From an optimization exercise on the open Yosys and OpenROAD flow, aimed at small area; shortcuts taken in it are not production practice.
At most, simulation tests tie the RTL to the original design; equivalence was not proved.
The RTL of runs 3 to 5 was laid out without a check of its function.
The flow treats the clock pin as an ideal source, which a real chip does not have.
Power figures rest on the tool's default switching activity, not on a simulated workload.

==> flow/run.sh <==
#!/bin/bash
# Layout flow: the standard flow (standard.sh) with these changes.
#  - Synthesis is the standard flow's synthesis script, except that ABC maps the logic
#    with the area-oriented script flow/abc_area.script instead of ORFS's
#    default.  ABC does not touch registers, so they are the same as in the
#    standard synthesis.
#  - The array's cells (modules ALU_CELL*, ALU_SEL*) keep their hierarchy
#    through ABC, so each is mapped on its own; the standard flow's synthesis script
#    flattens the netlist before the layout as usual.
#  - After synthesis, flow/fa_pins.py reconnects full adders whose ripple
#    carry came in at A or B so that it comes in at CIN, the fastest input
#    (a full adder's function is symmetric in its inputs).
#  - Port buffers are sky130_fd_sc_hd__buf_1; the resizer still sizes them
#    up where timing or slew needs it.
#  - After clock tree synthesis, flow/post_cts.tcl downsizes gates with
#    timing slack to spare (power recovery) and repairs slew again.
# Each tool's output goes to a log file in this folder.
set -euo pipefail
HERE=$(pwd)
FLOWDIR=$HERE/flow

# ORFS's synth.tcl with the abc call replaced
sed 's#^\(\s*\)log_cmd abc {\*}$abc_args$#\1log_cmd abc -script '"$FLOWDIR"'/abc_area.script {*}$lib_args {*}$lib_dont_use_args#' \
  "$FLOW_HOME/scripts/synth.tcl" > "$HERE/synth_area.tcl"
grep -q "abc_area.script {\*}\$lib_args" "$HERE/synth_area.tcl"

# The standard flow's synthesis script, sourcing that copy
sed 's#^source \$::env(SCRIPTS_DIR)/synth.tcl$#source '"$HERE"'/synth_area.tcl#' \
  "$HERE/synth_recipe.tcl" > "$HERE/synth_recipe_area.tcl"
grep -q "synth_area.tcl" "$HERE/synth_recipe_area.tcl"

# standard.sh, using that synthesis script
sed 's#SYNTH_SCRIPT=[^ ]*synth_recipe.tcl#SYNTH_SCRIPT='"$HERE"'/synth_recipe_area.tcl#' \
  "$HERE/standard.sh" > "$HERE/standard_area.sh"
grep -q "synth_recipe_area.tcl" "$HERE/standard_area.sh"

# the modules named ALU_CELL* and ALU_SEL* in the design
export SYNTH_KEEP_MODULES="$(sed -n 's/^\s*module\s\+\(ALU_\(CELL\|SEL\)\w*\).*/\1/p' "$FLOW_DESIGN" | sort -u | tr '\n' ' ')"
echo "SYNTH_KEEP_MODULES=$SYNTH_KEEP_MODULES" > "$HERE/keep_modules.log"
export BUFFER_PORTS_ARGS="-buffer_cell sky130_fd_sc_hd__buf_1"
export POST_CTS_TCL="$FLOWDIR/post_cts.tcl"

RESULTS=$HERE/orfs/results/$FLOW_PLATFORM/TOP_VIEW/base
bash "$HERE/standard_area.sh" "$RESULTS/1_2_yosys.v" > "$HERE/flow_synth.log" 2>&1
python3 "$FLOWDIR/fa_pins.py" "$RESULTS/1_2_yosys.v" > "$HERE/fa_pins.log" 2>&1
bash "$HERE/standard_area.sh" > "$HERE/flow.log" 2>&1
==> flow/abc_area.script <==
strash
dch -f
amap
topo
==> flow/fa_pins.py <==
#!/usr/bin/env python3
"""Reconnect full adders so that the ripple carry enters at CIN.

A sky130 full adder (fa_N) computes the same function of its inputs A, B and
CIN in any order, but CIN is its fastest input.  Yosys's full adder
extraction sometimes puts the carry from the previous adder on A or B.  For
every fa cell whose A or B net is driven by the COUT of another fa cell (and
whose CIN net is not), this swaps that net with the CIN net.  The netlist's
function is unchanged.

usage: fa_pins.py NETLIST.v   (rewritten in place)
"""
import re
import sys

path = sys.argv[1]
text = open(path).read()
inst_re = re.compile(r'(sky130_fd_sc_hd__fa_\d+\s+\S+\s*\()(.*?)(\);)', re.S)
pin_re = re.compile(r'\.(\w+)\(([^()]*)\)')

couts = set()
for m in inst_re.finditer(text):
    for pin, net in pin_re.findall(m.group(2)):
        if pin == 'COUT':
            couts.add(net.strip())

swapped = 0

def fix(m):
    global swapped
    body = m.group(2)
    # nets as written (an escaped name keeps its closing space)
    raw = {p: n for p, n in pin_re.findall(body)}
    pins = {p: n.strip() for p, n in raw.items()}
    if pins.get('CIN') in couts:
        return m.group(0)
    for p in ('A', 'B'):
        if pins.get(p) in couts:
            a, c = raw[p], raw['CIN']
            body = re.sub(r'\.%s\([^()]*\)' % p, lambda _: '.%s(%s)' % (p, c), body)
            body = re.sub(r'\.CIN\([^()]*\)', lambda _: '.CIN(%s)' % a, body)
            swapped += 1
            break
    return m.group(1) + body + m.group(3)

text = inst_re.sub(fix, text)
open(path, 'w').write(text)
print('fa_pins: moved the carry to CIN on %d full adders' % swapped)
==> flow/post_cts.tcl <==
# Sourced by ORFS's cts.tcl at its end (POST_CTS_TCL): recover area from
# gates that the repair made larger than their timing needs, then repair
# slew and capacitance again and legalize.  The global-route step repairs
# timing again with routing parasitics.
log_cmd estimate_parasitics -placement
log_cmd repair_timing -recover_power 100 -match_cell_footprint -verbose
log_cmd repair_design -slew_margin $::env(SLEW_MARGIN) -cap_margin $::env(CAP_MARGIN) -match_cell_footprint -verbose
log_cmd detailed_placement
check_placement -verbose
==> standard.sh <==
#!/bin/bash
# synth_recipe.tcl (not shown) runs the flow's synth.tcl, then flattens the netlist and writes it again
# the make line also repeats each setting of config.mk as NAME=value (left out here)
make -C /OpenROAD-flow-scripts/flow DESIGN_CONFIG=/design/flow/config.mk WORK_HOME=/design/flow/orfs CLKGATE_MAP_FILE= SYNTH_SCRIPT=/design/flow/synth_recipe.tcl "${@:-finish}"
==> config.mk <==
export PLATFORM = sky130hd
export DESIGN_NAME = TOP_VIEW
export DESIGN_NICKNAME = TOP_VIEW
export VERILOG_FILES = /design/flow/design.v
export SDC_FILE = /design/flow/constraint.sdc
export NUM_CORES = 4
export LEC_CHECK = 0
export CAP_MARGIN = 5
export CORE_MARGIN = 2
export CORE_UTILIZATION = 45
export CTS_BUF_LIST = sky130_fd_sc_hd__clkbuf_8
export PLACE_DENSITY = 0.65
export SLEW_MARGIN = 5
==> constraint.sdc <==
create_clock -name core_clock -period 36.0 [get_ports {clk}]
set_input_delay 7.2000 -clock core_clock [delete_from_list [all_inputs] [get_ports {clk}]]
set_output_delay 7.2000 -clock core_clock [all_outputs]
set_load 0.01 [all_outputs]
==> design.v <==
module DECODER_UNIT
(input wire [1:0]            alu_fun,
output wire arith_enable,logic_enable,comp_enable,shift_enable);
assign arith_enable = alu_fun == 2'b00;
assign logic_enable = alu_fun == 2'b01;
assign comp_enable  = alu_fun == 2'b10;
assign shift_enable = alu_fun == 2'b11;
endmodule
module ARITHMATIC_UNIT #(parameter KH = 15, parameter KL = 0, parameter P_TOP = 0)
(
  input wire [15:0]  A,B,
  input wire         mul, div, add,    
  input wire [15-KH:0] r_in,    
  output wire [16-KL:0] r_out,  
  output wire [KH:KL] sel);     
wire [15:0] mb = B & {16{mul}};          
wire [15:0] nbd = ~B & {16{div}};        
wire [16:0] hz;
assign hz[16] = 1'b1;
genvar k, i;
generate
  for (i = 15; i >= 0; i = i - 1) begin : g_hz
    assign hz[i] = hz[i+1] & ~B[i];
  end
endgenerate
generate
  for (k = KH; k >= KL; k = k - 1) begin : g_stage
    localparam W = 17 - k;
    localparam P = (P_TOP + KH - k) % 2;
    wire [W-1:0] x;        
    wire [W-1:0] r;        
    wire [W-1:0] c;        
    wire lsb = (A[k] & ~mul) ^ P;
    if (k == KH) begin : g_x0
      if (W > 1) begin : g_w
        assign x = {r_in[W-2:0], lsb};
      end else begin : g_w1
        assign x = lsb;
      end
    end else begin : g_x
      assign x = {g_stage[k+1].r[W-2:0], lsb};
    end
    if (k > 0) begin : g_mid
      wire nsel;
      for (i = 0; i < W-1; i = i + 1) begin : g_bit
        if (P == 0) begin : g_p
          ALU_CELL_P U_cell(
            .x(x[i]), .c(i == 0 ? div : c[i-1]),
            .a(A[i]), .mb(mb[k]), .nb(nbd[i]), .sel(sel[k]), .nsel(nsel),
            .co(c[i]), .r(r[i]));
        end else begin : g_n
          ALU_CELL_N U_cell(
            .x(x[i]), .c(i == 0 ? ~div : c[i-1]),
            .a(A[i]), .mb(mb[k]), .nb(nbd[i]), .sel(sel[k]), .nsel(nsel),
            .co(c[i]), .r(r[i]));
        end
      end
      assign r[W-1] = ~(x[W-1] ^ ((A[W-1] & mb[k]) ^ P[0]) ^ c[W-2]);
      wire dv = div & hz[16-k];
      if (P == 0) begin : g_sp
        ALU_SEL_P U_sel(.c(c[W-2]), .dv(dv), .dv2(dv), .mul(mul), .mul2(mul),
          .sel(sel[k]), .nsel(nsel));
      end else begin : g_sn
        ALU_SEL_N U_sel(.cn(c[W-2]), .dv(dv), .dv2(dv), .mul(mul), .mul2(mul),
          .sel(sel[k]), .nsel(nsel));
      end
    end else begin : g_last
      wire sub = ~mul & ~add;
      wire [15:0] nb0 = (B ^ {16{sub}}) & {16{~mul}};
      for (i = 0; i < W-1; i = i + 1) begin : g_bit
        ALU_CELL0_N U_cell(
          .x(x[i]), .c(i == 0 ? ~sub : c[i-1]),
          .a(A[i]), .mb(mb[k]), .nb(nb0[i]),
          .co(c[i]), .s(r[i]));
      end
      assign r[W-1] = x[W-1] ^ (sub ^ P[0]) ^ c[W-2];
      assign sel[0] = c[W-2] ^ P[0];    
    end
  end
endgenerate
assign r_out = g_stage[KL].r;
endmodule
module ALU_CELL_P
(
  input wire x, c, a, mb, nb, sel, nsel,
  output wire co, r);
wire y = (a & mb) | nb;
wire s = x ^ y ^ c;
assign co = (x & y) | (c & (x ^ y));
assign r = ~((sel | x) & (nsel | s));
endmodule
module ALU_CELL_N
(
  input wire x, c, a, mb, nb, sel, nsel,
  output wire co, r);
wire y = ~((a & mb) | nb);
wire s = x ^ y ^ c;
assign co = (x & y) | (c & (x ^ y));
assign r = ~((sel | x) & (nsel | s));
endmodule
module ALU_CELL0_N
(
  input wire x, c, a, mb, nb,
  output wire co, s);
wire y = ~((a & mb) | nb);
assign s = x ^ y ^ c;
assign co = (x & y) | (c & (x ^ y));
endmodule
module ALU_SEL_P
(
  input wire c, dv, dv2, mul, mul2,
  output wire sel, nsel);
assign sel = mul | (dv & c);
assign nsel = ~(mul2 | (dv2 & c));
endmodule
module ALU_SEL_N
(
  input wire cn, dv, dv2, mul, mul2,
  output wire sel, nsel);
assign sel = mul | (dv & ~cn);
assign nsel = ~(mul2 | (dv2 & ~cn));
endmodule
module LOGIC_UNIT
(
  input wire [15:0]  A,B,
  input wire         logic_enable,
  input wire [1:0]   alu_fun,
  output wire [15:0] logic_out);
wire [15:0] r = alu_fun[0] ? (A | B) : (A & B);
assign logic_out = logic_enable ? (r ^ {16{alu_fun[1]}}) : 16'b0;
endmodule
module comparsion_unit #(parameter P = 0)
(
  input wire [16:0]  diff,
  input wire         comp_enable,
  input wire [1:0]   alu_fun,
  output wire [15:0] comp_out);
wire lt = diff[16] ^ P[0];
wire eq = P ? &diff[15:0] : ~|diff[15:0];
wire gt = ~lt & ~eq;
assign comp_out = {15'b0, comp_enable & (alu_fun == 2'b01 ? eq :
                                         alu_fun == 2'b10 ? gt :
                                         alu_fun == 2'b11 ? lt : 1'b0)};
endmodule
module shift_unit
(
  input wire [15:0]  A,B,
  input wire         shift_enable,
  input wire [1:0]   alu_fun,
  output wire [15:0] shift_out);
wire [15:0] s = alu_fun[1] ? B : A;
assign shift_out = shift_enable ? (alu_fun[0] ? {s[14:0], 1'b0} : {1'b0, s[15:1]}) : 16'b0;
endmodule
module TOP_VIEW#(parameter alu_width =16)
(
  input wire [alu_width-1:0]    A,B,
  input wire                    clk,rst,
  input wire [3:0]              alu_fun,
  output wire                   arith_flag,carry_out,logic_flag,comp_flag,shift_flag,
  output wire [alu_width-1:0]   arith_out,logic_out,comp_out,shift_out
  );
localparam KS = 5;
localparam P0 = KS % 2;
wire arith_enable, logic_enable, comp_enable, shift_enable;
DECODER_UNIT U_decoder(
  .alu_fun(alu_fun[3:2]),
  .arith_enable(arith_enable),
  .logic_enable(logic_enable),
  .shift_enable(shift_enable),
  .comp_enable(comp_enable)
  );
wire mul_i = arith_enable & alu_fun[1:0] == 2'b10;
wire div_i = arith_enable & alu_fun[1:0] == 2'b11;
wire add_i = arith_enable & alu_fun[1:0] == 2'b00;
wire [16-KS:0] r_mid;
wire [15:KS]   sel_hi;
ARITHMATIC_UNIT #(.KH(15), .KL(KS), .P_TOP((15-KS)%2)) U_arith_hi(
  .A(A), .B(B),
  .mul(mul_i), .div(div_i), .add(add_i),
  .r_in((15-KS)%2 == 1),
  .r_out(r_mid),
  .sel(sel_hi)
  );
reg [KS-1:0]   a_lo;
reg [15-KS:0]  h_r;        
reg [15:0]     b_r;
reg [16-KS:0]  r_r;        
reg [1:0]      fun_r;
reg            mul_r, div_r;     
reg            arith_en, logic_en, comp_en, shift_en;
always @(posedge clk) begin
  a_lo  <= A[KS-1:0];
  h_r   <= div_i ? sel_hi : A[15:KS];
  b_r   <= B;
  r_r   <= r_mid;
  fun_r <= alu_fun[1:0];
  mul_r <= mul_i;
  div_r <= div_i;
end
always @(posedge clk or negedge rst) begin
  if (!rst) begin
    arith_en <= 1'b0;
    logic_en <= 1'b0;
    comp_en  <= 1'b0;
    shift_en <= 1'b0;
  end else begin
    arith_en <= arith_enable;
    logic_en <= logic_enable;
    comp_en  <= comp_enable;
    shift_en <= shift_enable;
  end
end
assign arith_flag = arith_en;
assign logic_flag = logic_en;
assign comp_flag  = comp_en;
assign shift_flag = shift_en;
wire [15:0] a_r = {h_r, a_lo};
wire div_sel = fun_r == 2'b11;
wire [16:0] sum_p;
wire [16:0] sum = sum_p ^ {17{P0 == 1}};
wire [KS-1:0] sel_lo;
ARITHMATIC_UNIT #(.KH(KS-1), .KL(0), .P_TOP(1)) U_arith_lo(
  .A(a_r), .B(b_r),
  .mul(mul_r),
  .div(div_r),
  .add(arith_en & fun_r == 2'b00),
  .r_in(r_r),
  .r_out(sum_p),
  .sel(sel_lo)
  );
assign arith_out = arith_en ? (div_sel ? {h_r, sel_lo} : sum[15:0]) : 16'b0;
assign carry_out = arith_en & ~div_sel & sum[16];
LOGIC_UNIT U_logic(
  .A(a_r),
  .B(b_r),
  .logic_enable(logic_en),
  .alu_fun(fun_r),
  .logic_out(logic_out)
  );
comparsion_unit #(.P(P0)) U_comp(
  .diff(sum_p),
  .comp_enable(comp_en),
  .alu_fun(fun_r),
  .comp_out(comp_out)
  );
shift_unit U_shift(
  .A(a_r),
  .B(b_r),
  .shift_enable(shift_en),
  .alu_fun(fun_r),
  .shift_out(shift_out)
  );
endmodule
==> summary.txt, run 1 <==
Worst setup path
  – Largest delay share family, worst path: adder cells
  – Most used cell, CP: fa_2
  – Arrival @ worst endpoint: 28.07 ns
  – CP Buf/Inv Count: 4
  – Data required, critical path: 28.80 ns
  – CP max FO: 9
  – Crit start category: flop
  – CP Depth: 84
  – Slowest stage cell, crit path: fa_1
  – Crit path largest cell delay: 0.51 ns
  – Crit path kind: reg2out
  – CP endpoint kind: output port

Synthesis
  – YS warnings: 1
  – Post-synth top area cell: fa_1
  – Yosys top cell area share: 35.5%
  – Gate Count Post-Synth: 891
  – Synthesized area: 0.00767 mm²
  – Synth unique cells: 28
  – Post-synthesis register bit count: 52
  – Avg Cell Area, Syn: 8.61 µm²
  – Register area share after synthesis: 13.8%
  – Synth area leaders: fa_1 35%, o22ai_1 13%, dfxtp_1 13%

Power and ir drop
  – P_leak: 3.69 nW
  – Sw Share: 45.7%
  – Switch Pwr: 0.000103 W
  – Maximum vdd ir drop: 0.0144 mV
  – Clk pwr share: 14.9%
  – Int Power: 0.000122 W
  – Sequential Power Share: 31.3%
  – Gate power share: 53.7%
  – Pwr/cell area: 25.1 mW/mm²
  – Tot Pwr: 0.000226 W

GRT
  – Initial antenna violation count: 0
  – Vias in the first global route: 7670
  – Largest net degree at the start of global routing: 48
  – Met1 Resource Use GR: 40.8%
  – GR met3 Demand/Resource: 3.68%
  – Grt total ovfl: 0
  – Global-route wire length before repair: 41800 µm
  – GR Util met2: 48.4%
  – GRT busiest layer: met2
  – All-Layer GR Usage: 29.7%

Layout
  – Diode count: 0
  – Area growth from synthesis to layout: 16.9%
  – Layout cells sized above 1: 12.2%
  – Filler cells: 1618
  – Final nets: 1212

Timing
  – Slew @ Worst Pin: 0.994 ns
  – Headroom to the max-slew limit: 33.5%
  – # setup viols final: 0
  – RSZ-0062 raised after global routing: false
  – Hold Slack: 6.69 ns
  – Max frequency: 28.4 MHz
  – Tcrit/Tclk final: 98.0%
  – Final hold vios: 0
  – Final Max Tran Viols: 0
  – Fin crit period: 35.27 ns

Floorplanning
  – Die area: 0.0181 mm²
  – Initial Util: 46.1%
  – CORE AREA: 0.0166 mm²
  – Width of the die: 135 µm
  – IO Pins: 107
  – Die Span Y: 135 µm
  – Rows: 47

Place
  – Post-DP HPWL: 20700 µm
  – GP Congestion: 0.935
  – IO buf count: 91

CTS
  – # clock sinks: 52
  – Clk pin slew, worst setup/hold paths: 0.10 ns
  – CTS tree: built

Detailed routing
  – ANT nets after route: 0
  – Routed WL: 26600 µm
  – Remaining DRCs: 0
  – Vias: 7883
  – DR WL/cell: 21.1 µm
  – Pre-antenna DRT Iters: 5
  – DR iter-0 viols: 684
  – Vias per cell: 6.26

Run status
  – Status: timing/DRC/antenna clean

Flow run
  – Max cap viols: 0

Min path
  – HP Class: in2async
## metrics by stage
step,setup TNS [ns],utilization (%),cell area [µm²],worst slack (ns),instances
after floorplan,0,-,7800,0.00897,905
after global placement,-1.62,51.9,8640,-0.156,1246
after detailed placement,-4.73,51.9,8640,-0.398,1246
after global routing,0,53.9,8970,0.00249,1259
final,0,53.9,8970,0.733,1259
## worst max-delay path by stage
stage                  start              to  slack (ns)
2_1_floorplan  mul_r$_DFF_P_     comp_out[0]       0.009
3_3_place_gp      alu_fun[3]  r_r[4]$_DFF_P_       -0.16
3_5_place_dp      alu_fun[3]  r_r[8]$_DFF_P_       -0.40
5_1_grt                B[12]  h_r[0]$_DFF_P_       0.002
6_report       mul_r$_DFF_P_     comp_out[0]        0.73
## power groups by stage
| stage | clock network [W] | registers, W | logic, W |
|---|---|---|---|
| 2_1_floorplan | 0 | 0.0000690 | 0.0000813 |
| 3_3_place_gp | 0 | 0.0000717 | 0.000114 |
| 3_5_place_dp | 0 | 0.0000717 | 0.000116 |
| 5_1_grt | 0.0000365 | 0.0000713 | 0.000135 |
| 6_report | 0.0000337 | 0.0000707 | 0.000121 |
## Yosys stat by module, one instance, submodules excluded
module	times used	cell area, µm²	cells	flops+latches
ALU_CELL_N	56	31.3	3	0
ALU_CELL_P	64	33.8	3	0
TOP_VIEW	1	3140	462	52
ALU_SEL_N	7	16.3	3	0
ALU_CELL0_N	16	25.0	2	0
ALU_SEL_P	8	12.5	2	0
## registers in the layout, summed over array words and instances (netlist names)
name,flops
a_lo,5
arith_en,1
b_r,16
comp_en,1
div_r,1
fun_r,2
h_r,11
logic_en,1
mul_r,1
r_r,12
shift_en,1
## synth_stat cells (all sizes together)
cell / n
a221oi: 23
and3: 1
a21o: 79
xor2: 6
nor4: 1
or2: 1
nor2: 131
o22a: 6
nor2b: 10
a21oi: 118
nand4: 3
nand4b: 1
nor3: 5
clkinv: 59
o22ai: 155
dfrtp: 4
nand3: 5
conb: 1
nand2: 31
and2: 10
dfxtp: 48
a211oi: 17
fa: 136
nand2b: 1
buf: 15
o21ai: 21
nand3b: 2
a31oi: 1
## kinds of logic (layout without fill, tap and decap cells)
family          Yosys count  after routing  synth area share, %
xor+xnor                  6              6                0.685
fa+ha+maj               136            136                 35.5
flops                    52             52                 13.8
simple gates            202            202                 11.1
other cells               1             15               0.0489
buf+inv                  74            208                 4.35
compound gates          420            420                 34.5
## layer usage
layer | routed length [µm] | share of wire, %
met2 | 12600 | 47
met5 | 0 | 0
met3 | 1990 | 7.5
met1 | 11000 | 41
met4 | 996 | 3.8
## cell usage in the layout (no fill, tap or decap), types with 5 or more instances in the layout
cell,count
nor2_1,126
a21oi_1,112
a21o_1,76
fa_2,42
buf_1,93
a211oi_1,17
nand2_1,30
clkbuf_8,5
dfxtp_1,47
a221oi_1,22
nor2b_1,8
buf_4,44
o22ai_1,151
xor2_1,6
o21ai_0,21
o22a_1,6
clkinv_1,56
and2_0,10
conb_1,15
fa_1,94
## cell type report
class / instances / area [µm²] / share of cell area [%]
Multi-Input combinational cell: 779 / 6590 / 73.5
Sequential cell: 52 / 1060 / 11.9
Timing Repair Buffer: 141 / 714 / 7.96
Tap cell: 220 / 275 / 3.07
Inverter: 59 / 229 / 2.55
Clock buffer: 5 / 68.8 / 0.767
Clock inverter: 3 / 25.0 / 0.279
==> run 2: changes to the inputs <==
--- a/config.mk
+++ b/config.mk
@@ -8,6 +8,6 @@
 export CAP_MARGIN = 5
 export CORE_MARGIN = 2
-export CORE_UTILIZATION = 45
+export CORE_UTILIZATION = 50
 export CTS_BUF_LIST = sky130_fd_sc_hd__clkbuf_8
-export PLACE_DENSITY = 0.65
+export PLACE_DENSITY = 0.7
 export SLEW_MARGIN = 5
==> run 2 against run 1 <==
  * Still clean on timing, DRC and antenna
  * Synthesized cell count is the same
  * Combinational power is essentially flat
  * Global-route usage grew 2.8 points
  * Non-clock buffer count grew 1
  * Clock-buffer cell count is the same
  * Via count shrank 0.11%
  * Hold slack gained 0.0077 ns
  * Power shrank 0.86%
  * Critical endpoint unchanged
  * Largest power group unchanged
  * Highest routed layer unchanged
==> summary.txt, run 2 <==
Run status
  – Status: timing/DRC/antenna clean (unchanged)

Layout
  – Max reg flops: 16 (unchanged)
  – Multi-input gate area: 0.00657 mm² (was 0.00659 mm²)
  – Biggest register: b_r (unchanged)
  – Filler cells: 1416 (was 1618)
  – Most frequent cells in the layout: 153 x o22ai_1, 128 x nor2_1, 113 x a21oi_1 (was 151 x o22ai_1, 126 x nor2_1, 112 x a21oi_1)
  – Sequential cell area: 0.00107 mm² (was 0.00106 mm²)
  – Layout cells sized above 1: 12.2% (about the same)
  – Diode count: 0 (unchanged)
  – Most common cell after layout, fill and taps aside: o22ai_1 (unchanged)
  – Final nets: 1213 (was 1212)
  – Biggest regs: b_r: 16 flops, r_r: 12 flops, h_r: 11 flops (unchanged)
  – Area growth from synthesis to layout: 16.0% (was 16.9%)
  – Final instance area: 0.00890 mm² (was 0.00897 mm²)

Synthesis
  – Gate Count Post-Synth: 891 (unchanged)
  – Synth Flop Type: dfxtp_1 (unchanged)
  – Top-count cell post-synth: o22ai_1 (unchanged)
  – Yosys top cell area share: 35.5% (unchanged)
  – Synth unique cells: 28 (unchanged)
  – Top cells by count, synth: 155 x o22ai_1, 136 x fa_1, 131 x nor2_1, 118 x a21oi_1, 79 x a21o_1 (unchanged)
  – Post-synth top area cell: fa_1 (unchanged)
  – Post-synthesis register bit count: 52 (unchanged)
  – Post-synth EDFFs: 0 (unchanged)
  – Avg Cell Area, Syn: 8.61 µm² (unchanged)
  – Register area share after synthesis: 13.8% (unchanged)
  – Ys async rst share: 7.69% (unchanged)
  – YS warnings: 1 (unchanged)
  – Synth area leaders: fa_1 35%, o22ai_1 13%, dfxtp_1 13% (unchanged)
  – Synthesized area: 0.00767 mm² (unchanged)

Floorplanning
  – Rows: 45 (was 47)
  – Initial Util: 50.8% (was 46.1%)
  – Die Span Y: 128 µm (was 135 µm)
  – Width of the die: 128 µm (was 135 µm)
  – CORE AREA: 0.0151 mm² (was 0.0166 mm²)
  – IO Pins: 107 (unchanged)
  – Die area: 0.0163 mm² (was 0.0181 mm²)

CTS
  – # clock sinks: 52 (unchanged)
  – CTS tree: built (unchanged)
  – Clk pin slew, worst setup/hold paths: 0.09 ns (was 0.10 ns)

Detailed routing
  – Vias per cell: 6.41 (was 6.26)
  – DR WL/cell: 21.3 µm (was 21.1 µm)
  – Routed WL: 26100 µm (was 26600 µm)
  – Vias: 7874 (was 7883)
  – ANT nets after route: 0 (unchanged)
  – Pre-antenna DRT Iters: 5 (unchanged)
  – Remaining DRCs: 0 (unchanged)
  – DR iter-0 viols: 738 (was 684)

Worst setup path
  – Slowest stage cell, crit path: fa_1 (unchanged)
  – Data required, critical path: 28.80 ns (about the same)
  – Most used cell, CP: fa_2 (unchanged)
  – CP endpoint kind: output port (unchanged)
  – CP max FO: 9 (unchanged)
  – Crit path kind: reg2out (unchanged)
  – Crit start category: flop (unchanged)
  – Crit path largest cell delay: 0.58 ns (was 0.51 ns)
  – Arrival @ worst endpoint: 28.03 ns (was 28.07 ns)

GRT
  – Initial antenna violation count: 0 (unchanged)
  – Grt total ovfl: 0 (unchanged)
  – All-Layer GR Usage: 32.5% (was 29.7%)
  – Vias in the first global route: 7684 (was 7670)
  – Global-route wire length before repair: 41500 µm (was 41800 µm)
  – Largest net degree at the start of global routing: 48 (unchanged)

Flow run
  – Max cap viols: 0 (unchanged)

Place
  – Placement-stage cell area: 0.00862 mm² (was 0.00864 mm²)
  – GP Congestion: 0.984 (was 0.935)
  – IO buf count: 91 (unchanged)
  – Pre-CTS setup slack: -0.506 ns (was -0.398 ns)
  – Post-DP HPWL: 20200 µm (was 20700 µm)

Power and ir drop
  – Maximum vdd ir drop: 0.0145 mV (was 0.0144 mV)
  – Sequential Power Share: 31.6% (was 31.3%)
  – Gate power share: 53.5% (was 53.7%)
  – Sw Share: 45.4% (was 45.7%)
  – Int Power: 0.000122 W (about the same)
  – Pwr/cell area: 25.1 mW/mm² (about the same)
  – P_leak: 3.67 nW (was 3.69 nW)
  – Switch Pwr: 0.000102 W (was 0.000103 W)
  – Tot Pwr: 0.000224 W (was 0.000226 W)
  – Clk pwr share: 14.8% (was 14.9%)

Timing
  – Fin crit period: 35.23 ns (was 35.27 ns)
  – # setup viols final: 0 (unchanged)
  – Final Max Tran Viols: 0 (unchanged)
  – Headroom to the max-slew limit: 34.9% (was 33.5%)
  – Final hold vios: 0 (unchanged)
  – Slew @ Worst Pin: 0.973 ns (was 0.994 ns)
  – Tcrit/Tclk final: 97.9% (was 98.0%)
  – Final WS setup: 0.770 ns (was 0.733 ns)
  – Max frequency: 28.4 MHz (about the same)

Min path
  – HP Class: in2async (unchanged)
[run 2: cell types whose count changed in the layout (fill, tap and decap cells not counted), sizes merged]
cell	delta
buf	+1
clkinv	+2
clkinvlp	-1
inv	-1
[run 2: layer usage]
| metal | routed length (µm) | track usage (%) |
|---|---|---|
| met1 | 10500 | 45.2 |
| met2 | 12500 | 52.6 |
| met3 | 2200 | 3.59 |
| met4 | 974 | 12.8 |
| met5 | 0 | 0 |
[run 2: final cells by class]
cell class / count / area share [%]
Timing Repair Buffer: 142 / 7.94
Tap cell: 188 / 2.64
Clock inverter: 3 / 0.253
Clock buffer: 5 / 0.773
Sequential cell: 52 / 12.0
Inverter: 59 / 2.57
Multi-Input combinational cell: 779 / 73.8
[run 2: power by group through the flow]
stage	Clock, W	Combinational [W]	Sequential [W]
floorplan	0	0.0000813	0.0000690
global placement	0	0.000113	0.0000718
detailed placement	0	0.000114	0.0000718
global route	0.0000362	0.000133	0.0000714
finish	0.0000332	0.000120	0.0000708
[run 2: per-module statistics from Yosys (local to each module, per instance)]
module / area [µm²] / cells inside / times used
TOP_VIEW: 3140 / 462 / 1
ALU_SEL_N: 16.3 / 3 / 7
ALU_SEL_P: 12.5 / 2 / 8
ALU_CELL_N: 31.3 / 3 / 56
ALU_CELL0_N: 25.0 / 2 / 16
ALU_CELL_P: 33.8 / 3 / 64
[run 2: critical path: cells and delay by family, from the launching register on]
family / cells / cell delay [ns]
buffers and inverters: 4 / 0.40
AOI/OAI and AO/OA: 10 / 1.35
and+or+nand+nor: 4 / 0.68
adders and majority gates: 66 / 24.86
DFF: 1 / 0.37
[run 2: metrics by stage]
| step | cells | hold slack [ns] | util, % | setup TNS, ns |
|---|---|---|---|---|
| 2_1_floorplan | 905 | 6.90 | - | 0 |
| 3_3_place_gp | 1216 | 7.03 | 57.1 | -0.445 |
| 3_5_place_dp | 1216 | 7.03 | 57.1 | -0.618 |
| 5_1_grt | 1228 | 6.69 | 59.0 | -0.00176 |
| 6_report | 1228 | 6.69 | 59.0 | 0 |
[run 2: kinds of logic (layout without fill, tap and decap cells)]
group / Yosys count / count (layout) / share of synthesized area (%)
and+or+nand+nor: 202 / 202 / 11.1
DFF: 52 / 52 / 13.8
buffers and inverters: 74 / 209 / 4.35
AOI/OAI and AO/OA: 420 / 420 / 34.5
other: 1 / 15 / 0.0489
xor gates and xnor gates: 6 / 6 / 0.685
adders and majority gates: 136 / 136 / 35.5
[run 2: path summary, 6_finish.rpt]
check                              start                  to  depth (start not counted)
worst min-delay path                 rst   comp_en$_DFF_PN0_                          1
min in group core_clock            B[14]     b_r[14]$_DFF_P_                          1
max in group asynchronous            rst  shift_en$_DFF_PN0_                          1
worst max-delay path       mul_r$_DFF_P_         comp_out[0]                         84
==> run 3: changes to the inputs <==
--- a/design.v
+++ b/design.v
@@ -187,5 +187,4 @@
 reg [16-KS:0]  r_r;        
 reg [1:0]      fun_r;
-reg            mul_r, div_r;     
 reg            arith_en, logic_en, comp_en, shift_en;
 always @(posedge clk) begin
@@ -195,6 +194,4 @@
   r_r   <= r_mid;
   fun_r <= alu_fun[1:0];
-  mul_r <= mul_i;
-  div_r <= div_i;
 end
 always @(posedge clk or negedge rst) begin
@@ -222,6 +219,6 @@
 ARITHMATIC_UNIT #(.KH(KS-1), .KL(0), .P_TOP(1)) U_arith_lo(
   .A(a_r), .B(b_r),
-  .mul(mul_r),
-  .div(div_r),
+  .mul(arith_en & fun_r == 2'b10),
+  .div(arith_en & div_sel),
   .add(arith_en & fun_r == 2'b00),
   .r_in(r_r),
==> run 3 against run 2 <==
  * Maximum frequency down 0.22%
  * Final area is 1.2% higher
  * Sequential share of layout area is 0.56 points lower
  * Clock power grew 17%
  * Final cell count is 0.33% higher
  * Synthesized area decreased by 1.0%
  * Largest cell class unchanged
  * Largest power group unchanged
==> summary.txt, run 3 <==
Synthesis
  – Ys async rst share: 8.00% (was 7.69%)
  – Register area share after synthesis: 13.4% (was 13.8%)
  – Top-count cell post-synth: o22ai_1 (unchanged)
  – Avg Cell Area, Syn: 8.60 µm² (was 8.61 µm²)
  – Synth Flop Type: dfxtp_1 (unchanged)
  – Top cells by count, synth: 161 x o22ai_1, 136 x fa_1, 120 x nor2_1, 107 x a21oi_1, 79 x a21o_1 (was 155 x o22ai_1, 136 x fa_1, 131 x nor2_1, 118 x a21oi_1, 79 x a21o_1)
  – YS warnings: 1 (unchanged)
  – Post-synth top area cell: fa_1 (unchanged)
  – Synth unique cells: 26 (was 28)
  – Post-synth EDFFs: 0 (unchanged)
  – Post-synthesis register bit count: 50 (was 52)
  – Yosys top cell area share: 35.9% (was 35.5%)
  – Gate Count Post-Synth: 883 (was 891)
  – Synthesized area: 0.00759 mm² (was 0.00767 mm²)
  – Synth area leaders: fa_1 36%, o22ai_1 13%, dfxtp_1 12% (was fa_1 35%, o22ai_1 13%, dfxtp_1 13%)

GRT
  – Global-route wire length before repair: 41800 µm (was 41500 µm)
  – Initial antenna violation count: 0 (unchanged)
  – Grt total ovfl: 0 (unchanged)
  – Vias in the first global route: 7737 (was 7684)
  – Largest net degree at the start of global routing: 47 (was 48)
  – All-Layer GR Usage: 32.8% (was 32.5%)

Worst setup path
  – Most used cell, CP: fa_2 (unchanged)
  – Crit path largest cell delay: 0.58 ns (about the same)
  – Data required, critical path: 28.80 ns (about the same)
  – Arrival @ worst endpoint: 28.11 ns (was 28.03 ns)
  – CP endpoint kind: output port (unchanged)
  – Crit start category: flop (unchanged)
  – Slowest stage cell, crit path: fa_1 (unchanged)
  – Crit path kind: reg2out (unchanged)
  – CP max FO: 5 (was 9)

Power and ir drop
  – Maximum vdd ir drop: 0.0153 mV (was 0.0145 mV)
  – Sequential Power Share: 29.5% (was 31.6%)
  – Int Power: 0.000129 W (was 0.000122 W)
  – Pwr/cell area: 25.6 mW/mm² (was 25.1 mW/mm²)
  – P_leak: 3.72 nW (was 3.67 nW)
  – Tot Pwr: 0.000231 W (was 0.000224 W)
  – Sw Share: 44.2% (was 45.4%)
  – Switch Pwr: 0.000102 W (about the same)
  – Clk pwr share: 16.9% (was 14.8%)
  – Gate power share: 53.6% (was 53.5%)

Detailed routing
  – Pre-antenna DRT Iters: 5 (unchanged)
  – ANT nets after route: 0 (unchanged)
  – DR iter-0 viols: 721 (was 738)
  – Vias per cell: 6.41 (about the same)
  – Remaining DRCs: 0 (unchanged)
  – Vias: 7892 (was 7874)
  – DR WL/cell: 21.4 µm (was 21.3 µm)
  – Routed WL: 26300 µm (was 26100 µm)

Timing
  – Fin crit period: 35.31 ns (was 35.23 ns)
  – Slew @ Worst Pin: 1.02 ns (was 0.973 ns)
  – Headroom to the max-slew limit: 32.3% (was 34.9%)
  – RSZ-0062 raised after global routing: false
  – Max frequency: 28.3 MHz (was 28.4 MHz)
  – # setup viols final: 0 (unchanged)
  – Final hold vios: 0 (unchanged)
  – Hold Slack: 6.70 ns (was 6.69 ns)
  – Tcrit/Tclk final: 98.1% (was 97.9%)
  – Final Max Tran Viols: 0 (unchanged)
  – Final WS setup: 0.694 ns (was 0.770 ns)

CTS
  – CTS tree: built (unchanged)
  – # clock sinks: 50 (was 52)
  – Clk pin slew, worst setup/hold paths: 0.10 ns (was 0.09 ns)

Layout
  – Most frequent cells in the layout: 158 x o22ai_1, 113 x nor2_1, 100 x a21oi_1 (was 153 x o22ai_1, 128 x nor2_1, 113 x a21oi_1)
  – Diode count: 0 (unchanged)
  – Final nets: 1217 (was 1213)
  – Biggest regs: b_r: 16 flops, r_r: 12 flops, h_r: 11 flops (unchanged)
  – Layout cells sized above 1: 14.0% (was 12.2%)
  – Multi-input gate area: 0.00659 mm² (was 0.00657 mm²)
  – Filler cells: 1380 (was 1416)
  – Sequential cell area: 0.00103 mm² (was 0.00107 mm²)
  – Most common cell after layout, fill and taps aside: o22ai_1 (unchanged)
  – Fin cells: 1232 (was 1228)
  – Max reg flops: 16 (unchanged)
  – Biggest register: b_r (unchanged)
  – Final instance area: 0.00901 mm² (was 0.00890 mm²)
  – Area growth from synthesis to layout: 18.6% (was 16.0%)

Floorplanning
  – Die area: 0.0162 mm² (was 0.0163 mm²)
  – Initial Util: 50.5% (was 50.8%)
  – IO Pins: 107 (unchanged)
  – Die Span Y: 127 µm (was 128 µm)
  – Width of the die: 127 µm (was 128 µm)
  – Rows: 45 (unchanged)
  – CORE AREA: 0.0150 mm² (was 0.0151 mm²)

Min path
  – HP Class: in2async (unchanged)

Place
  – Pre-CTS setup slack: -0.555 ns (was -0.506 ns)
  – IO buf count: 91 (unchanged)
  – Dpl cells: 1222 (was 1216)
  – Placement-stage cell area: 0.00873 mm² (was 0.00862 mm²)
  – GP Congestion: 0.979 (was 0.984)
  – Post-DP HPWL: 20800 µm (was 20200 µm)

Flow run
  – Max cap viols: 0 (unchanged)

Run status
  – Status: timing/DRC/antenna clean (unchanged)
==> run 3: changes by cell type after synthesis, sizes merged, moves of 5 or more <==
cell / previous run / this run
a21oi: 118 / 107
a221oi: 23 / 18
clkinv: 59 / 64
nor2: 131 / 120
o21ai: 21 / 31
o22ai: 155 / 161
==> run 3: modules after synthesis, one instance, submodules excluded <==
module | times used | cells | flip-flops and latches | area, µm²
ALU_CELL_P | 64 | 3 | 0 | 33.8
TOP_VIEW | 1 | 454 | 50 | 3070
ALU_CELL_N | 56 | 3 | 0 | 31.3
ALU_SEL_P | 8 | 2 | 0 | 12.5
ALU_CELL0_N | 16 | 2 | 0 | 25.0
ALU_SEL_N | 7 | 3 | 0 | 16.3
==> run 3: power by group through the flow <==
stage	Sequential [W]	Combinational, W	Clock (W)
finish	0.0000680	0.000123	0.0000390
detailed placement	0.0000690	0.000117	0
floorplan	0.0000664	0.0000831	0
global placement	0.0000689	0.000115	0
global route	0.0000686	0.000138	0.0000420
==> run 3: worst max-delay path by stage <==
stage | end | start | depth (start not counted) | slack, ns
2_1_floorplan | comp_out[0] | fun_r[1]$_DFF_P_ | 84 | -0.004
3_3_place_gp | comp_out[0] | fun_r[0]$_DFF_P_ | 86 | -0.48
3_5_place_dp | comp_out[0] | fun_r[0]$_DFF_P_ | 86 | -0.56
5_1_grt | r_r[8]$_DFF_P_ | alu_fun[3] | 97 | 0.01
6_report | comp_out[0] | fun_r[0]$_DFF_P_ | 85 | 0.69
==> run 3: final cells by class <==
type                       count  area share [%]
multi-input combinational    768            73.2
clock buffer                   5           0.764
inverter                      64            2.86
sequential                    50            11.4
clock inverter                 3           0.486
timing repair buffer         154            8.70
tap                          188            2.61
==> run 3: metrics by stage <==
stage          util [%]  setup TNS (ns)
2_1_floorplan         -        -0.00442
3_3_place_gp       58.1          -0.476
3_5_place_dp       58.1          -0.563
5_1_grt            59.9               0
6_report           59.9               0
==> run 3: logic make-up after synthesis <==
kind of cell	synth area share, %
compound gates	34.8
xor+xnor	0.692
fa+ha+maj	35.9
buf+inv	4.65
flops	13.4
other cells	0.0494
simple gates	10.5
==> run 3: per-layer routing <==
metal	routed length [µm]	track usage, %	vias to the layer above
met2	12600	53.9	411
met4	934	12.7	0
met3	2270	5.23	67
met1	10600	44.0	3823
li1	-	-	3591
met5	0	0	-
==> run 3: worst max-delay path: cells and delay by family, from the launching register on <==
kind | cells | cell delay [ns]
AO/OA/AOI/OAI | 10 | 1.28
AND/OR/NAND/NOR | 5 | 0.92
flip-flops | 1 | 0.40
adder cells (fa/ha/maj) | 66 | 24.80
buffers and inverters | 4 | 0.38
==> run 4: changes to the inputs <==
--- a/design.v
+++ b/design.v
@@ -137,9 +137,18 @@
   output wire [15:0] comp_out);
 wire lt = diff[16] ^ P[0];
-wire eq = P ? &diff[15:0] : ~|diff[15:0];
+wire [15:0] z = P ? ~diff[15:0] : diff[15:0];    
+wire eq;
+ALU_SEL_EQ U_eq(.lo_zero(~|z[11:0]), .z(z[15:12]), .eq(eq));
 wire gt = ~lt & ~eq;
 assign comp_out = {15'b0, comp_enable & (alu_fun == 2'b01 ? eq :
                                          alu_fun == 2'b10 ? gt :
                                          alu_fun == 2'b11 ? lt : 1'b0)};
+endmodule
+module ALU_SEL_EQ
+(
+  input wire       lo_zero,
+  input wire [3:0] z,
+  output wire      eq);
+assign eq = lo_zero & ~|z;
 endmodule
 module shift_unit
@@ -187,4 +196,5 @@
 reg [16-KS:0]  r_r;        
 reg [1:0]      fun_r;
+reg            mul_r, div_r;     
 reg            arith_en, logic_en, comp_en, shift_en;
 always @(posedge clk) begin
@@ -194,4 +204,6 @@
   r_r   <= r_mid;
   fun_r <= alu_fun[1:0];
+  mul_r <= mul_i;
+  div_r <= div_i;
 end
 always @(posedge clk or negedge rst) begin
@@ -219,6 +231,6 @@
 ARITHMATIC_UNIT #(.KH(KS-1), .KL(0), .P_TOP(1)) U_arith_lo(
   .A(a_r), .B(b_r),
-  .mul(arith_en & fun_r == 2'b10),
-  .div(arith_en & div_sel),
+  .mul(mul_r),
+  .div(div_r),
   .add(arith_en & fun_r == 2'b00),
   .r_in(r_r),
==> run 4 against run 3 <==
  * Still clean
  * Critical path depth rose by 1
  * Sequential power is 3.2% higher
  * Clock-buffer cell count unchanged
  * Power is 1.5% lower
  * Synthesized cell count rose by 0.79%
  * Final cell count is 0.32% higher
  * First-iteration DRC count grew 17%
  * Sequential share of layout area increased by 0.39 points
  * Core utilization is 0.14 points lower
  * Final area increased by 0.14%
  * Wire length is 0.49% lower
  * Largest cell class unchanged
  * Largest power group unchanged
==> summary.txt, run 4 <==
Detailed routing
  – Pre-antenna DRT Iters: 6 (was 5)
  – ANT nets after route: 0 (unchanged)
  – Vias: 8106 (was 7892)
  – Routed WL: 26200 µm (was 26300 µm)
  – DR iter-0 viols: 840 (was 721)
  – Remaining DRCs: 0 (unchanged)
  – DR WL/cell: 21.2 µm (was 21.4 µm)
  – Vias per cell: 6.56 (was 6.41)

Place
  – GP Congestion: 0.957 (was 0.979)
  – IO buf count: 91 (unchanged)
  – Placement-stage cell area: 0.00866 mm² (was 0.00873 mm²)
  – Pre-CTS setup slack: -0.735 ns (was -0.555 ns)
  – Post-DP HPWL: 20300 µm (was 20800 µm)

Synthesis
  – Post-synth EDFFs: 0 (unchanged)
  – Post-synthesis simple-gate area fraction: 10.1% (was 10.5%)
  – Post-synthesis adder-cell area fraction: 35.5% (was 35.9%)
  – Register area share after synthesis: 13.8% (was 13.4%)
  – Proportion of synthesized area in mux cells: 0% (unchanged)
  – Yosys top cell area share: 35.5% (was 35.9%)
  – Synth unique cells: 28 (was 26)
  – Post-synthesis register bit count: 52 (was 50)
  – Synth Flop Type: dfxtp_1 (unchanged)
  – Top cells by count, synth: 147 x o22ai_1, 136 x fa_1, 123 x a21oi_1, 121 x nor2_1, 79 x a21o_1 (was 161 x o22ai_1, 136 x fa_1, 120 x nor2_1, 107 x a21oi_1, 79 x a21o_1)
  – Post-synthesis compound-gate area fraction: 34.7% (was 34.8%)
  – Top-count cell post-synth: o22ai_1 (unchanged)
  – Gate Count Post-Synth: 890 (was 883)
  – Avg Cell Area, Syn: 8.63 µm² (was 8.60 µm²)
  – Synth area leaders: fa_1 35%, dfxtp_1 13%, o22ai_1 12% (was fa_1 36%, o22ai_1 13%, dfxtp_1 12%)
  – YS warnings: 1 (unchanged)
  – Post-Synth XOR/XNOR Area: 1.37% (was 0.692%)
  – Largest family of logic cells by synthesized area: adder cells (unchanged)
  – Post-synth top area cell: fa_1 (unchanged)
  – Ys async rst share: 7.69% (was 8.00%)
  – Synthesized area: 0.00768 mm² (was 0.00759 mm²)

Power and ir drop
  – Maximum vdd ir drop: 0.0146 mV (was 0.0153 mV)
  – Int Power: 0.000124 W (was 0.000129 W)
  – Clk pwr share: 14.4% (was 16.9%)
  – Sw Share: 45.6% (was 44.2%)
  – Gate power share: 54.7% (was 53.6%)
  – Switch Pwr: 0.000104 W (was 0.000102 W)
  – Sequential Power Share: 30.9% (was 29.5%)
  – P_leak: 3.73 nW (was 3.72 nW)
  – Pwr/cell area: 25.2 mW/mm² (was 25.6 mW/mm²)

Layout
  – Final nets: 1221 (was 1217)
  – Most common cell after layout, fill and taps aside: o22ai_1 (unchanged)
  – Layout cells sized above 1: 13.8% (was 14.0%)
  – Max reg flops: 16 (unchanged)
  – Final instance area: 0.00902 mm² (was 0.00901 mm²)
  – Biggest register: b_r (unchanged)
  – Biggest regs: b_r: 16 flops, r_r: 12 flops, h_r: 11 flops (unchanged)
  – Diode count: 0 (unchanged)
  – Area growth from synthesis to layout: 17.4% (was 18.6%)
  – Final core occ: 59.8% (was 59.9%)
  – Most frequent cells in the layout: 140 x o22ai_1, 120 x a21oi_1, 116 x nor2_1 (was 158 x o22ai_1, 113 x nor2_1, 100 x a21oi_1)

Worst setup path
  – CP max FO: 8 (was 5)
  – Crit path largest cell delay: 0.52 ns (was 0.58 ns)
  – Crit start category: flop (unchanged)
  – Worst setup startpoint: mul_r$_DFF_P_ (was fun_r[0]$_DFF_P_)
  – Crit path kind: reg2out (unchanged)
  – Slowest stage cell, crit path: fa_1 (unchanged)
  – CP endpoint kind: output port (unchanged)
  – Most used cell, CP: fa_2 (unchanged)
  – Data required, critical path: 28.80 ns (about the same)
  – Arrival @ worst endpoint: 28.12 ns (was 28.11 ns)

Timing
  – Slew @ Worst Pin: 0.970 ns (was 1.02 ns)
  – Fin crit period: 35.32 ns (was 35.31 ns)
  – Tcrit/Tclk final: 98.1% (about the same)
  – # setup viols final: 0 (unchanged)
  – Max frequency: 28.3 MHz (about the same)
  – Final Max Tran Viols: 0 (unchanged)
  – Headroom to the max-slew limit: 35.1% (was 32.3%)
  – TNS Setup: 0 ns (unchanged)
  – Final WS setup: 0.682 ns (was 0.694 ns)
  – Final hold vios: 0 (unchanged)

Floorplanning
  – Width of the die: 128 µm (was 127 µm)
  – Die area: 0.0164 mm² (was 0.0162 mm²)
  – Rows: 45 (unchanged)
  – Initial Util: 50.9% (was 50.5%)
  – Die Span Y: 128 µm (was 127 µm)
  – CORE AREA: 0.0151 mm² (was 0.0150 mm²)
  – IO Pins: 107 (unchanged)

GRT
  – Largest net degree at the start of global routing: 48 (was 47)
  – Grt total ovfl: 0 (unchanged)
  – Initial antenna violation count: 0 (unchanged)
  – Global-route wire length before repair: 41300 µm (was 41800 µm)
  – All-Layer GR Usage: 32.2% (was 32.8%)
  – Vias in the first global route: 7837 (was 7737)

CTS
  – CTS tree: built (unchanged)
  – Clk pin slew, worst setup/hold paths: 0.10 ns (about the same)
  – # clock sinks: 52 (was 50)

Run status
  – Status: timing/DRC/antenna clean (unchanged)

Flow run
  – Max cap viols: 0 (unchanged)

Min path
  – HP Class: in2async (unchanged)
## run 4: cell types whose count changed after synthesis, moves of 2 or more
cell,delta
nand2b_1,+3
dfxtp_1,+2
a21boi_0,+3
a21oi_1,+16
a221oi_1,+2
and2_0,-5
xor2_1,+6
o21ai_0,-6
o32ai_1,+2
o22ai_1,-14
nor2b_1,-2
## run 4: logic make-up after synthesis
| family | after synthesis |
|---|---|
| compound gates | 424 |
| simple gates | 186 |
| fa+ha+maj | 136 |
| other cells | 1 |
| buf+inv | 79 |
| flops | 52 |
| xor+xnor | 12 |
## run 4: worst max path at each step
stage | endpoint | slack [ns]
6_report | comp_out[0] | 0.68
5_1_grt | h_r[0]$_DFF_P_ | -0.008
3_5_place_dp | comp_out[0] | -0.74
3_3_place_gp | comp_out[0] | -0.56
2_1_floorplan | comp_out[0] | -0.007
## run 4: cell type report
cell class | instances | area [µm²]
multi-input cells | 775 | 6630
fillers | 1382 | 6070
flip-flops and latches | 52 | 1060
repair buffers | 149 | 754
inverters | 64 | 246
well taps | 188 | 235
clock buffers | 5 | 68.8
clock inverters | 3 | 17.5
## run 4: power by group through the flow
stage / Clock (W) / Combinational [W] / Sequential, W
2_1_floorplan: 0 / 0.0000833 / 0.0000692
6_report: 0.0000327 / 0.000124 / 0.0000702
3_5_place_dp: 0 / 0.000117 / 0.0000712
5_1_grt: 0.0000350 / 0.000138 / 0.0000708
3_3_place_gp: 0 / 0.000114 / 0.0000712
## run 4: critical path, delay by kind of cell, from the launching register on
family / cells / cell delay, ns
AOI/OAI and AO/OA: 11 / 1.36
DFF: 1 / 0.37
adders and majority gates: 66 / 24.93
and+or+nand+nor: 3 / 0.53
buffers and inverters: 6 / 0.55
## run 4: stage by stage
stage / total power, W / hold slack [ns] / std cells
6_report: 0.000227 / 6.68 / 1236
5_1_grt: 0.000244 / 6.68 / 1236
3_5_place_dp: 0.000188 / 7.03 / 1220
3_3_place_gp: 0.000185 / 7.03 / 1220
2_1_floorplan: 0.000152 / 6.90 / 904
## run 4: per-module statistics from Yosys, one instance, submodules excluded
| module | cells | area, µm² | flops+latches | copies in the design |
|---|---|---|---|---|
| TOP_VIEW | 459 | 3140 | 52 | 1 |
| ALU_SEL_EQ | 2 | 12.5 | 0 | 1 |
| ALU_CELL_N | 3 | 31.3 | 0 | 56 |
| ALU_CELL_P | 3 | 33.8 | 0 | 64 |
| ALU_CELL0_N | 2 | 25.0 | 0 | 16 |
| ALU_SEL_N | 3 | 16.3 | 0 | 7 |
| ALU_SEL_P | 2 | 12.5 | 0 | 8 |
## run 4: routing by layer
layer / global-route usage [%] / vias up / part of all wire (%)
met5: 0 / - / 0
met1: 44.6 / 3897 / 40
met2: 51.4 / 507 / 47
li1: - / 3602 / -
met3: 4.01 / 100 / 9.5
met4: 13.8 / 0 / 4.1
==> run 5: changes to the inputs <==
--- a/design.v
+++ b/design.v
@@ -10,5 +10,5 @@
 (
   input wire [15:0]  A,B,
-  input wire         mul, div, add,    
+  input wire         mul, div, add,
   input wire [15-KH:0] r_in,    
   output wire [16-KL:0] r_out,  
@@ -16,4 +16,5 @@
 wire [15:0] mb = B & {16{mul}};          
 wire [15:0] nbd = ~B & {16{div}};        
+wire ma = mul | add;                     
 wire [16:0] hz;
 assign hz[16] = 1'b1;
@@ -46,10 +47,10 @@
         if (P == 0) begin : g_p
           ALU_CELL_P U_cell(
-            .x(x[i]), .c(i == 0 ? div : c[i-1]),
+            .x(x[i]), .c(i == 0 ? div | (add & B[k]) : c[i-1]),
             .a(A[i]), .mb(mb[k]), .nb(nbd[i]), .sel(sel[k]), .nsel(nsel),
             .co(c[i]), .r(r[i]));
         end else begin : g_n
           ALU_CELL_N U_cell(
-            .x(x[i]), .c(i == 0 ? ~div : c[i-1]),
+            .x(x[i]), .c(i == 0 ? ~(div | (add & B[k])) : c[i-1]),
             .a(A[i]), .mb(mb[k]), .nb(nbd[i]), .sel(sel[k]), .nsel(nsel),
             .co(c[i]), .r(r[i]));
@@ -59,16 +60,16 @@
       wire dv = div & hz[16-k];
       if (P == 0) begin : g_sp
-        ALU_SEL_P U_sel(.c(c[W-2]), .dv(dv), .dv2(dv), .mul(mul), .mul2(mul),
+        ALU_SEL_P U_sel(.c(c[W-2]), .dv(dv), .dv2(dv), .mul(ma), .mul2(ma),
           .sel(sel[k]), .nsel(nsel));
       end else begin : g_sn
-        ALU_SEL_N U_sel(.cn(c[W-2]), .dv(dv), .dv2(dv), .mul(mul), .mul2(mul),
+        ALU_SEL_N U_sel(.cn(c[W-2]), .dv(dv), .dv2(dv), .mul(ma), .mul2(ma),
           .sel(sel[k]), .nsel(nsel));
       end
     end else begin : g_last
       wire sub = ~mul & ~add;
-      wire [15:0] nb0 = (B ^ {16{sub}}) & {16{~mul}};
+      wire [15:0] nb0 = ~B & {16{sub}};
       for (i = 0; i < W-1; i = i + 1) begin : g_bit
         ALU_CELL0_N U_cell(
-          .x(x[i]), .c(i == 0 ? ~sub : c[i-1]),
+          .x(x[i]), .c(i == 0 ? ~(sub | (add & B[0])) : c[i-1]),
           .a(A[i]), .mb(mb[k]), .nb(nb0[i]),
           .co(c[i]), .s(r[i]));
@@ -137,18 +138,9 @@
   output wire [15:0] comp_out);
 wire lt = diff[16] ^ P[0];
-wire [15:0] z = P ? ~diff[15:0] : diff[15:0];    
-wire eq;
-ALU_SEL_EQ U_eq(.lo_zero(~|z[11:0]), .z(z[15:12]), .eq(eq));
+wire eq = P ? &diff[15:0] : ~|diff[15:0];
 wire gt = ~lt & ~eq;
 assign comp_out = {15'b0, comp_enable & (alu_fun == 2'b01 ? eq :
                                          alu_fun == 2'b10 ? gt :
                                          alu_fun == 2'b11 ? lt : 1'b0)};
-endmodule
-module ALU_SEL_EQ
-(
-  input wire       lo_zero,
-  input wire [3:0] z,
-  output wire      eq);
-assign eq = lo_zero & ~|z;
 endmodule
 module shift_unit
--- a/flow/run.sh
+++ b/flow/run.sh
@@ -13,6 +13,6 @@
 #  - Port buffers are sky130_fd_sc_hd__buf_1; the resizer still sizes them
 #    up where timing or slew needs it.
-#  - After clock tree synthesis, flow/post_cts.tcl downsizes gates with
-#    timing slack to spare (power recovery) and repairs slew again.
+#  - After global routing, ORFS's power recovery (RECOVER_POWER) downsizes
+#    gates off the critical paths.
 # Each tool's output goes to a log file in this folder.
 set -euo pipefail
@@ -39,5 +39,5 @@
 echo "SYNTH_KEEP_MODULES=$SYNTH_KEEP_MODULES" > "$HERE/keep_modules.log"
 export BUFFER_PORTS_ARGS="-buffer_cell sky130_fd_sc_hd__buf_1"
-export POST_CTS_TCL="$FLOWDIR/post_cts.tcl"
+export RECOVER_POWER=100
 
 RESULTS=$HERE/orfs/results/$FLOW_PLATFORM/TOP_VIEW/base
--- a/config.mk
+++ b/config.mk
@@ -8,6 +8,5 @@
 export CAP_MARGIN = 5
 export CORE_MARGIN = 2
-export CORE_UTILIZATION = 50
+export CORE_UTILIZATION = 40
 export CTS_BUF_LIST = sky130_fd_sc_hd__clkbuf_8
-export PLACE_DENSITY = 0.7
 export SLEW_MARGIN = 5
removed: flow/post_cts.tcl
==> run 5 against run 4 <==
  * Still clean
  * Sequential power up 2%
  * Power is 12% higher
  * Flip-flop and latch count unchanged
  * Clock power grew 24%
  * Combinational power up 15%
  * Synthesized cell count rose by 0.90%
  * Synthesized area shrank 0.31%
  * Wire length grew 9.3%
  * First-iteration DRC count decreased by 33%
  * Final area rose by 2.0%
  * Final cell count grew 5.3%
==> summary.txt, run 5 <==
Synthesis
  – Ys async rst share: 7.69% (unchanged)
  – Register area share after synthesis: 13.9% (was 13.8%)
  – Synth Flop Type: dfxtp_1 (unchanged)
  – Avg Cell Area, Syn: 8.53 µm² (was 8.63 µm²)
  – Synthesized area: 0.00766 mm² (was 0.00768 mm²)
  – YS warnings: 1 (unchanged)
  – Top cells by count, synth: 155 x o22ai_1, 147 x nor2_1, 136 x fa_1, 117 x a21oi_1, 79 x a21o_1 (was 147 x o22ai_1, 136 x fa_1, 123 x a21oi_1, 121 x nor2_1, 79 x a21o_1)
  – Yosys top cell area share: 35.6% (was 35.5%)
  – Post-synth EDFFs: 0 (unchanged)
  – Synth unique cells: 27 (was 28)
  – Post-synthesis register bit count: 52 (unchanged)
  – Post-synth top area cell: fa_1 (unchanged)
  – Synth area leaders: fa_1 36%, o22ai_1 13%, dfxtp_1 13% (was fa_1 35%, dfxtp_1 13%, o22ai_1 12%)
  – Gate Count Post-Synth: 898 (was 890)
  – Top-count cell post-synth: o22ai_1 (unchanged)

Place
  – Placement-stage cell area: 0.00879 mm² (was 0.00866 mm²)
  – GP Congestion: 0.935 (was 0.957)
  – IO buf count: 91 (unchanged)
  – Post-DP HPWL: 22100 µm (was 20300 µm)
  – Dpl cells: 1288 (was 1220)

Detailed routing
  – ANT nets after route: 0 (unchanged)
  – Pre-antenna DRT Iters: 5 (was 6)
  – Routed WL: 28700 µm (was 26200 µm)
  – Vias per cell: 6.10 (was 6.56)
  – DR WL/cell: 22.0 µm (was 21.2 µm)
  – Vias: 7947 (was 8106)
  – DR iter-0 viols: 567 (was 840)
  – Remaining DRCs: 0 (unchanged)

Power and ir drop
  – Maximum vdd ir drop: 0.0201 mV (was 0.0146 mV)
  – Tot Pwr: 0.000254 W (was 0.000227 W)
  – P_leak: 3.77 nW (was 3.73 nW)
  – Pwr/cell area: 27.6 mW/mm² (was 25.2 mW/mm²)

GRT
  – Global-route wire length before repair: 44500 µm (was 41300 µm)
  – Grt total ovfl: 0 (unchanged)
  – Initial antenna violation count: 0 (unchanged)
  – All-Layer GR Usage: 28.7% (was 32.2%)
  – Largest net degree at the start of global routing: 49 (was 48)
  – Vias in the first global route: 7975 (was 7837)

Layout
  – Most common cell after layout, fill and taps aside: o22ai_1 (unchanged)
  – Area growth from synthesis to layout: 20.1% (was 17.4%)
  – Fin cells: 1302 (was 1236)
  – Final nets: 1241 (was 1221)
  – Max reg flops: 16 (unchanged)
  – Diode count: 0 (unchanged)
  – Final core occ: 49.0% (was 59.8%)
  – Biggest regs: b_r: 16 flops, r_r: 12 flops, h_r: 11 flops (unchanged)
  – Most frequent cells in the layout: 151 x o22ai_1, 142 x nor2_1, 110 x a21oi_1 (was 140 x o22ai_1, 120 x a21oi_1, 116 x nor2_1)
  – Biggest register: b_r (unchanged)
  – Final instance area: 0.00920 mm² (was 0.00902 mm²)
  – Filler cells: 1853 (was 1382)
  – Layout cells sized above 1: 15.0% (was 13.8%)

CTS
  – # clock sinks: 52 (unchanged)
  – H-tree levels: 2
  – Root buffer cell: clkbuf_8
  – CTS Buf Count: 5
  – CTS tree: built (unchanged)
  – Hold_buf cts: 0
  – CTS Buffer Depth: 2
  – Clk pin slew, worst setup/hold paths: 0.10 ns (about the same)

Timing
  – Final hold vios: 0 (unchanged)
  – Headroom to the max-slew limit: 27.5% (was 35.1%)
  – Slew @ Worst Pin: 1.08 ns (was 0.970 ns)
  – Max frequency: 28.3 MHz (about the same)
  – TNS Setup: 0 ns (unchanged)
  – Tcrit/Tclk final: 98.1% (about the same)
  – Fin crit period: 35.32 ns (about the same)
  – Final Max Tran Viols: 0 (unchanged)
  – # setup viols final: 0 (unchanged)

Floorplanning
  – Width of the die: 142 µm (was 128 µm)
  – Die area: 0.0203 mm² (was 0.0164 mm²)
  – CORE AREA: 0.0188 mm² (was 0.0151 mm²)
  – Die Span Y: 142 µm (was 128 µm)
  – Initial Util: 40.8% (was 50.9%)
  – Rows: 50 (was 45)
  – IO Pins: 107 (unchanged)

Worst setup path
  – CP max FO: 2 (was 8)
  – CP Buf/Inv Count: 4 (was 6)
  – Arrival @ worst endpoint: 28.12 ns (about the same)
  – Crit start category: flop (unchanged)
  – Slowest stage cell, crit path: or4_4 (was fa_1)
  – Most used cell, CP: fa_2 (unchanged)
  – CP endpoint kind: output port (unchanged)
  – Largest delay share family, worst path: adder cells (unchanged)
  – Crit path kind: reg2out (unchanged)
  – Crit path largest cell delay: 0.56 ns (was 0.52 ns)
  – Data required, critical path: 28.80 ns (about the same)

Min path
  – HP Class: in2async (unchanged)

Run status
  – Status: timing/DRC/antenna clean (unchanged)

Flow run
  – Max cap viols: 0 (unchanged)
[run 5: changes by cell type after synthesis, sizes merged, moves of 2 or more]
cell | previous run | this run
a31oi | 2 | 7
a221oi | 20 | 9
a21boi | 3 | 5
xor2 | 12 | 6
nor2 | 121 | 147
o22ai | 147 | 155
nand2b | 5 | 2
clkinv | 64 | 55
nand2 | 32 | 29
nor2b | 9 | 7
and2 | 4 | 9
o32ai | 2 | 0
a21oi | 123 | 117
[run 5: cell families (layout without fill, tap and decap cells)]
family          Yosys count  count (layout)  share of synthesized area [%]
compound gates          421             421                           34.2
fa+ha+maj               136             136                           35.6
flops                    52              52                           13.9
simple gates            212             212                           11.4
other cells               1              15                         0.0490
xor+xnor                  6               6                          0.686
buf+inv                  70             226                           4.17
[run 5: per-stage QoR]
| stage | hold WS, ns | worst slack, ns |
|---|---|---|
| final | 6.72 | 0.683 |
| after CTS | 6.73 | 0.000195 |
| after global placement | 7.07 | -0.253 |
| after detailed placement | 7.07 | -0.654 |
| after global routing | 6.73 | -0.102 |
| after floorplan | 6.90 | -0.226 |
[run 5: layer usage]
metal | GRT usage [%] | part of all wire, % | up-vias
li1 | - | - | 3642
met1 | 38.3 | 42 | 3876
met2 | 46.5 | 46 | 360
met3 | 5.72 | 7.6 | 69
met4 | 10.5 | 3.9 | 0
met5 | 0 | 0 | -
[run 5: per-module statistics from Yosys, one instance, submodules excluded]
module       cells inside  area, µm²
ALU_SEL_P               2       12.5
ALU_CELL_P              3       33.8
TOP_VIEW              469       3130
ALU_CELL_N              3       31.3
ALU_SEL_N               3       16.3
ALU_CELL0_N             2       25.0
[run 5: repair_timing]
item	in CTS	in global routing
gates cloned	0	1
endpoints found under the setup margin	17	17
setup buffers	0	5
gates resized for setup	25	55
pin swaps	6	13
[run 5: worst paths after layout]
| path | slack, ns | startpoint | depth (start not counted) | end |
|---|---|---|---|---|
| max | 0.68 | fun_r[0]$_DFF_P_ | 85 | comp_out[0] |
| max in group asynchronous | 29.05 | rst | 1 | shift_en$_DFF_PN0_ |
| min | 6.72 | rst | 1 | comp_en$_DFF_PN0_ |
| min in group core_clock | 7.04 | B[13] | 1 | b_r[13]$_DFF_P_ |
[run 5: area by class of cell]
| cell class | instances | area, µm² | area share (%) |
|---|---|---|---|
| Clock inverter | 3 | 42.5 | 0.463 |
| Timing Repair Buffer | 163 | 875 | 9.51 |
| Sequential cell | 52 | 1060 | 11.5 |
| Inverter | 55 | 208 | 2.26 |
| Clock buffer | 5 | 68.8 | 0.748 |
| Tap cell | 234 | 293 | 3.18 |
| Multi-Input combinational cell | 790 | 6650 | 72.3 |
[run 5: power by group]
group | internal, W | switching (W)
sequential | 0.0000630 | 0.00000834
combinational | 0.0000545 | 0.0000874
clock | 0.0000206 | 0.0000201
total | 0.000138 | 0.000116

## afterwards: timing with drivers on the ports
In the flow no input, the clock included, has a driving cell. The finished layouts below were timed again as built, in two steps. Step 1, drivers: a clkbuf_16 drives clk and a buf_2 each remaining input, both assumed. Step 2, shift: input delay + t, output delay - t, t = (earliest + latest rising clock arrival at the registers) / 2. This alone moves slack from input paths to output paths. Three values: no drivers, after step 1, after step 2; two values: the first two.
run	shift t [ns]	slack for setup (ns)	clock arrival spread, ns	worst register clock-pin slew, ns
run 1	0.335	0.733 / 0.705 / 0.952	0.015 / 0.015	0.10 / 0.10
run 2	0.337	0.770 / 0.738 / 0.758	0.012 / 0.012	0.10 / 0.10
run 3	0.335	0.694 / 0.663 / 0.729	0.014 / 0.014	0.10 / 0.10
run 4	0.342	0.682 / 0.650 / 0.732	0.020 / 0.020	0.10 / 0.10
run 5	0.347	0.683 / 0.645 / 0.788	0.009 / 0.009	0.10 / 0.10
After both steps every run listed still meets setup and hold. For run 2, which loses most, drivers alone change the setup slack by -0.032 ns; drivers and shift together by -0.012 ns.
